Source: an optimization exercise on an open RTL-to-GDS flow (aim: small area). Production flows keep margins and buffers that such runs may drop. Only simulation tests tie the RTL to the original design; equivalence was not proved. No driver is modelled on the clock port, so clocking that relies on it looks cheaper here than on a real chip. Power is estimated from default activity; no workload was simulated.

==> flow/design.v <==
`timescale 1ns / 1ps
module FIFO #(
	parameter WIDTH = 8,
	parameter DEPTH = 8
	)(
	input clk,
	input rst_n,
	input [WIDTH - 1:0] writeData,
	input writeEn,
	input [$clog2(DEPTH) - 1:0] readPtr,
	input [$clog2(DEPTH) - 1:0] readSel,
	input readGate,
	output [WIDTH - 1:0] readData,
	input readEn,
	output full,
	output empty
	);
	localparam AW = $clog2(DEPTH);
	logic [AW - 1:0] writePtr;
	logic lastWrite;
	logic [WIDTH - 1:0] mem [DEPTH - 1:0];
	wire same = writePtr == readPtr;
	assign full = same & lastWrite;
	assign empty = same & ~lastWrite;
	logic [WIDTH - 1:0] readMux;
	always_comb begin
		readMux = 0;
		for (int k = 0; k < DEPTH; k++)
			readMux = readMux | (mem[k] & {WIDTH{readGate & (readSel == k)}});
	end
	assign readData = readMux;
	always @(posedge clk) begin
		if (~rst_n) begin
			writePtr <= 0;
			lastWrite <= 0;
		end else begin
			if (writeEn) writePtr <= writePtr + 1'd1;
			if (writeEn | readEn) lastWrite <= writeEn;
		end
	end
	always @(posedge clk) begin
		if (writeEn) mem[writePtr] <= writeData;
	end
endmodule
module RXFIFO #(
	parameter WIDTH = 8,
	parameter DEPTH = 8
	)(
	input clk,
	input rst_n,
	input shiftBit,
	input shiftEn,
	input commit,
	output [$clog2(DEPTH) - 1:0] writePtrOut,
	output [WIDTH - 1:0] readData,
	input readEn,
	output full,
	output empty
	);
	localparam AW = $clog2(DEPTH);
	logic [WIDTH - 1:0] readDataReg;
	logic [AW - 1:0] readPtr, writePtr;
	logic lastWrite;
	logic [WIDTH - 1:0] mem [DEPTH - 1:0];
	wire same = writePtr == readPtr;
	assign full = same & lastWrite;
	assign empty = same & ~lastWrite;
	assign readData = readDataReg;
	assign writePtrOut = writePtr;
	logic [WIDTH - 1:0] readMux;
	always_comb begin
		readMux = 0;
		for (int k = 0; k < DEPTH; k++)
			readMux = readMux | (mem[k] & {WIDTH{readPtr == k}});
	end
	always @(posedge clk) begin
		if (~rst_n) begin
			readPtr <= 0;
			writePtr <= 0;
			lastWrite <= 0;
			readDataReg <= 0;
		end else begin
			if (commit) writePtr <= writePtr + 1'd1;
			if (commit | readEn) lastWrite <= commit;
			if (readEn) begin
				readPtr <= readPtr + 1'd1;
				readDataReg <= readMux;
			end
		end
	end
	genvar i;
	generate
		for (i = 0; i < DEPTH; i = i + 1) begin : slot
			always @(posedge clk) begin
				if (shiftEn && writePtr == i) mem[i] <= {mem[i][WIDTH - 2:0], shiftBit};
			end
		end
	endgenerate
endmodule
`timescale 1ns / 1ps
module clkPrescale (
		input clk,
		input rst_n,
		input prescaleEn,
		input [7:0] prescale1,
		input [7:0] prescale2,
		output SCKTick
	);
	logic [7:0] count1, count2;
	logic SCKTickReg;
	assign SCKTick = SCKTickReg;
	wire [8:0] next1 = count1 + 1'd1;
	wire match1 = next1[8];
	wire [8:0] next2 = count2 + match1;
	wire match = next2[8];
	always @(posedge clk) begin
		if (~rst_n || ~prescaleEn) begin
			count1 <= ~prescale1;
			count2 <= ~prescale2;
			SCKTickReg <= 0;
		end else begin
			SCKTickReg <= match;
			count1 <= match1 ? ~prescale1 : next1[7:0];
			count2 <= match ? ~prescale2 : next2[7:0];
		end
	end
endmodule
`timescale 1ns / 1ps
module SPIMaster #(
	parameter WIDTH = 8,
	parameter TxFIFODepth = 8,
	parameter RxFIFODepth = 8
	)(
	input clk,
	input rst_n,
    output CS_n,
    output SCK,
    output MOSI,
    input MISO,
	output [WIDTH - 1:0] RXdata,
	input readEn,
	output RXFIFOempty,
	output RXFIFOfull,
	output TXFIFOempty,
	output TXFIFOfull,
	input [WIDTH - 1:0] TXdata,
	input writeEn,
	input startTransaction,
	output doneTransaction,
	input [7:0] prescale1,
	input [7:0] prescale2
	);
	localparam [4:0] IDLE = 5'b00000;
	localparam [4:0] START = 5'b00010;
	localparam [4:0] LOAD = 5'b00100;
	localparam [4:0] END1 = 5'b00101;
	localparam [4:0] END2 = 5'b00011;
	localparam [4:0] SEND0 = 5'b10000;
	localparam [4:0] SENDLAST = 5'b11111;
	logic [4:0] state;
	logic [WIDTH - 1:0] shiftOut;
	wire idle = ~(state[4] | state[2] | state[1] | state[0]);
	wire sending = state[4];
	wire active = state[4] | state[0];
	wire inFlight = state[4] | state[2];
	wire lastBit = state == SENDLAST;
	wire isStart = ~state[4] & state[1] & ~state[0];
	wire isLoad = ~state[4] & state[2] & ~state[0];
	wire isEnd = ~state[4] & state[0];
	assign CS_n = idle;
	assign doneTransaction = idle;
	assign SCK = state[0];
	assign MOSI = shiftOut[WIDTH - 1] & active;
	logic SCKTick;
	clkPrescale prescaler (
		.clk(clk),
		.rst_n(rst_n),
		.prescaleEn(active),
		.prescale1(prescale1),
		.prescale2(prescale2),
		.SCKTick(SCKTick)
	);
	logic [$clog2(RxFIFODepth) - 1:0] rxWritePtr;
	logic [WIDTH - 1:0] TXFIFOdata;
	FIFO #(.WIDTH(WIDTH), .DEPTH(TxFIFODepth)) TXFIFO (
		.clk(clk),
		.rst_n(rst_n),
		.writeData(TXdata),
		.writeEn(writeEn),
		.readPtr(rxWritePtr + inFlight),
		.readSel(rxWritePtr),
		.readGate(idle),
		.readData(TXFIFOdata),
		.readEn(isStart),
		.full(TXFIFOfull),
		.empty(TXFIFOempty)
	);
	RXFIFO #(.WIDTH(WIDTH), .DEPTH(RxFIFODepth)) RXFIFO (
		.clk(clk),
		.rst_n(rst_n),
		.shiftBit(MISO),
		.shiftEn(SCKTick & sending & ~state[0]),
		.commit(~state[4] & state[2] & state[0]),
		.writePtrOut(rxWritePtr),
		.readData(RXdata),
		.readEn(readEn),
		.full(RXFIFOfull),
		.empty(RXFIFOempty)
	);
	wire shiftNow = SCKTick & sending & state[0] & ~lastBit;
	wire holdNow = ~idle & ~shiftNow;
	always @(posedge clk)
		shiftOut <= TXFIFOdata | ({shiftOut[WIDTH - 2:0], 1'b0} & {WIDTH{shiftNow}}) | (shiftOut & {WIDTH{holdNow}});
	wire t = SCKTick;
	wire h15 = &state[3:0];
	wire [4:0] stateNext;
	assign stateNext[4] = isLoad | (sending & ~h15);
	assign stateNext[3] = sending & ~h15 & (state[3] ^ (t & state[0] & state[1] & state[2]));
	assign stateNext[2] = sending ? (h15 | (state[2] ^ (t & state[0] & state[1]))) : isStart;
	assign stateNext[1] = sending ? (~h15 & (state[1] ^ (t & state[0])))
	                              : ((idle & startTransaction) | (isEnd & ~t));
	assign stateNext[0] = sending ? (h15 | (state[0] ^ t)) : (isEnd & ~t);
	always @(posedge clk) begin
		if (~rst_n) state <= IDLE;
		else state <= stateNext;
	end
endmodule
Settings: LEC_CHECK=0, CAP_MARGIN=0, CORE_MARGIN=2, CORE_UTILIZATION=70, SLEW_MARGIN=0; clock period 5.0 ns.
standard.sh (not shown) runs the stock make flow with config.mk's settings and CLKGATE_MAP_FILE= SYNTH_SCRIPT=/design/flow/synth_recipe.tcl, a recipe that flattens the netlist after the stock synthesis.
==> flow/flow/run.sh <==
#!/bin/bash
# The standard ORFS layout (standard.sh), with these changes:
#  - synthesis maps the logic with an area-oriented ABC script (flow/abc_area.script in
#    place of ORFS's abc_speed.script); everything before ABC, the flip-flop mapping
#    included, is unchanged, so the registers are the standard synthesis's;
#  - no half/full adder cells (ADDER_MAP_FILE empty): ABC maps adders with the rest;
#  - synthesis does not use nor3_1 and nor4_1;
#  - port buffers are buf_1;
#  - the clock tree is clkbuf_4 leaves under a clkbuf_16 root with no dummy loads, and
#    flow/post_cts.tcl upsizes a leaf whose estimated sink slew is over LEAF_SLEW_NS to buf_6.
# Each step's full output goes to a log file in this folder (and ORFS's own logs under orfs/logs).
set -euo pipefail
WORK=$PWD

rm -rf "$WORK/synth_scripts"
cp -r "$FLOW_HOME/scripts" "$WORK/synth_scripts"
cp "$WORK/flow/abc_area.script" "$WORK/synth_scripts/abc_speed.script"

# Synthesis's don't-use list: the platform's, plus nor3_1 and nor4_1, whose small
# max-capacitance limits make the resizer buffer them when ABC has them drive the
# 8 bits of a FIFO slot.
SYNTH_DONT_USE="$(tr '\n' ' ' < "$WORK/flow/synth_dont_use.txt")"
export BUFFER_PORTS_ARGS="-buffer_cell sky130_fd_sc_hd__buf_1"
export CTS_ARGS="-sink_clustering_enable -repair_clock_nets -dont_use_dummy_load -sink_clustering_size 100 -sink_clustering_max_diameter 500 -buf_list sky130_fd_sc_hd__clkbuf_4 -root_buf sky130_fd_sc_hd__clkbuf_16"
export LEAF_SLEW_NS=0.110
export POST_CTS_TCL="$WORK/flow/post_cts.tcl"

bash standard.sh SCRIPTS_DIR="$WORK/synth_scripts" ADDER_MAP_FILE= DONT_USE_CELLS="$SYNTH_DONT_USE" synth > synth.log 2>&1
bash standard.sh finish > layout.log 2>&1
==> flow/flow/post_cts.tcl <==
set limit $::env(LEAF_SLEW_NS)
set_propagated_clock [all_clocks]
estimate_parasitics -placement
set changed 0
foreach inst [[ord::get_db_block] getInsts] {
  if {[[$inst getMaster] getName] ne "sky130_fd_sc_hd__clkbuf_4"} { continue }
  set net [[$inst findITerm X] getNet]
  set worst 0.0
  set n 0
  foreach it [$net getITerms] {
    if {[$it isOutputSignal]} { continue }
    set pin [get_pins [$it getName]]
    incr n
    foreach e {slew_max_rise slew_max_fall} {
      set s [get_property $pin $e]
      if {$s > $worst} { set worst $s }
    }
  }
  if {$worst > $limit} {
    puts "post_cts: [$inst getName] drives $n sinks at [format %.3f $worst] ns, upsizing to buf_6"
    replace_cell [$inst getName] sky130_fd_sc_hd__buf_6
    incr changed
  } else {
    puts "post_cts: [$inst getName] drives $n sinks at [format %.3f $worst] ns, kept"
  }
}
if {$changed} {
  detailed_placement
  check_placement -verbose
}
Other scripts of this flow, unchanged in this note and not shown: flow/flow/abc_area.script, flow/flow/synth_dont_use.txt
Change:
--- a/flow/flow/run.sh
+++ b/flow/flow/run.sh
@@ -9 +9,2 @@
-#  - the clock tree is clkbuf_4 leaves under a clkbuf_16 root with no dummy loads, and
+#  - the clock tree is buf_4 leaves under a buf_4 root with no dummy loads (buf_4 drives
+#    a little better than clkbuf_4 in the same area), and
@@ -24 +25 @@
-export CTS_ARGS="-sink_clustering_enable -repair_clock_nets -dont_use_dummy_load -sink_clustering_size 100 -sink_clustering_max_diameter 500 -buf_list sky130_fd_sc_hd__clkbuf_4 -root_buf sky130_fd_sc_hd__clkbuf_16"
+export CTS_ARGS="-sink_clustering_enable -repair_clock_nets -dont_use_dummy_load -sink_clustering_size 100 -sink_clustering_max_diameter 500 -buf_list sky130_fd_sc_hd__buf_4 -root_buf sky130_fd_sc_hd__buf_4"
--- a/flow/flow/post_cts.tcl
+++ b/flow/flow/post_cts.tcl
@@ -6 +6,2 @@
-  if {[[$inst getMaster] getName] ne "sky130_fd_sc_hd__clkbuf_4"} { continue }
+  if {[[$inst getMaster] getName] ne "sky130_fd_sc_hd__buf_4"} { continue }
+  if {[[[$inst findITerm A] getNet] getName] eq "clk"} { continue }
Critical path depth does not change; sequential cell count is unchanged; synthesized cell count is unchanged; power fell by 0.95%; worst setup slack got worse by 0.12 ns; clock-buffer cell count stays the same; core utilization fell by 0.24 points; design area fell by 0.31%.

==> afterwards: timing with drivers on the ports <==
The flow's constraints put no driver on any port. The routed layouts listed below were extracted and timed again, unchanged, in two steps. Step 1 assumes that a clkbuf_16 drives the clock port and a buf_2 every other input. Step 2 times the ports against the registers' clock, not the clock port: input delays grow and output delays shrink by t, the midpoint of the rising clock arrivals with the driver on. a / b / c = ideal ports / drivers / drivers and shift; a / b = the first two.
run | t, ns | setup slack, ns | latest minus earliest clock arrival (ns) | worst data-port slew with drivers (ns)
the first run | 0.380 | 1.892 / 1.856 / 2.048 | 0.054 / 0.054 | 0.04
the second run | 0.490 | 1.775 / 1.745 / 2.052 | 0.044 / 0.043 | 0.04
After both steps setup and hold are still met in every run listed.
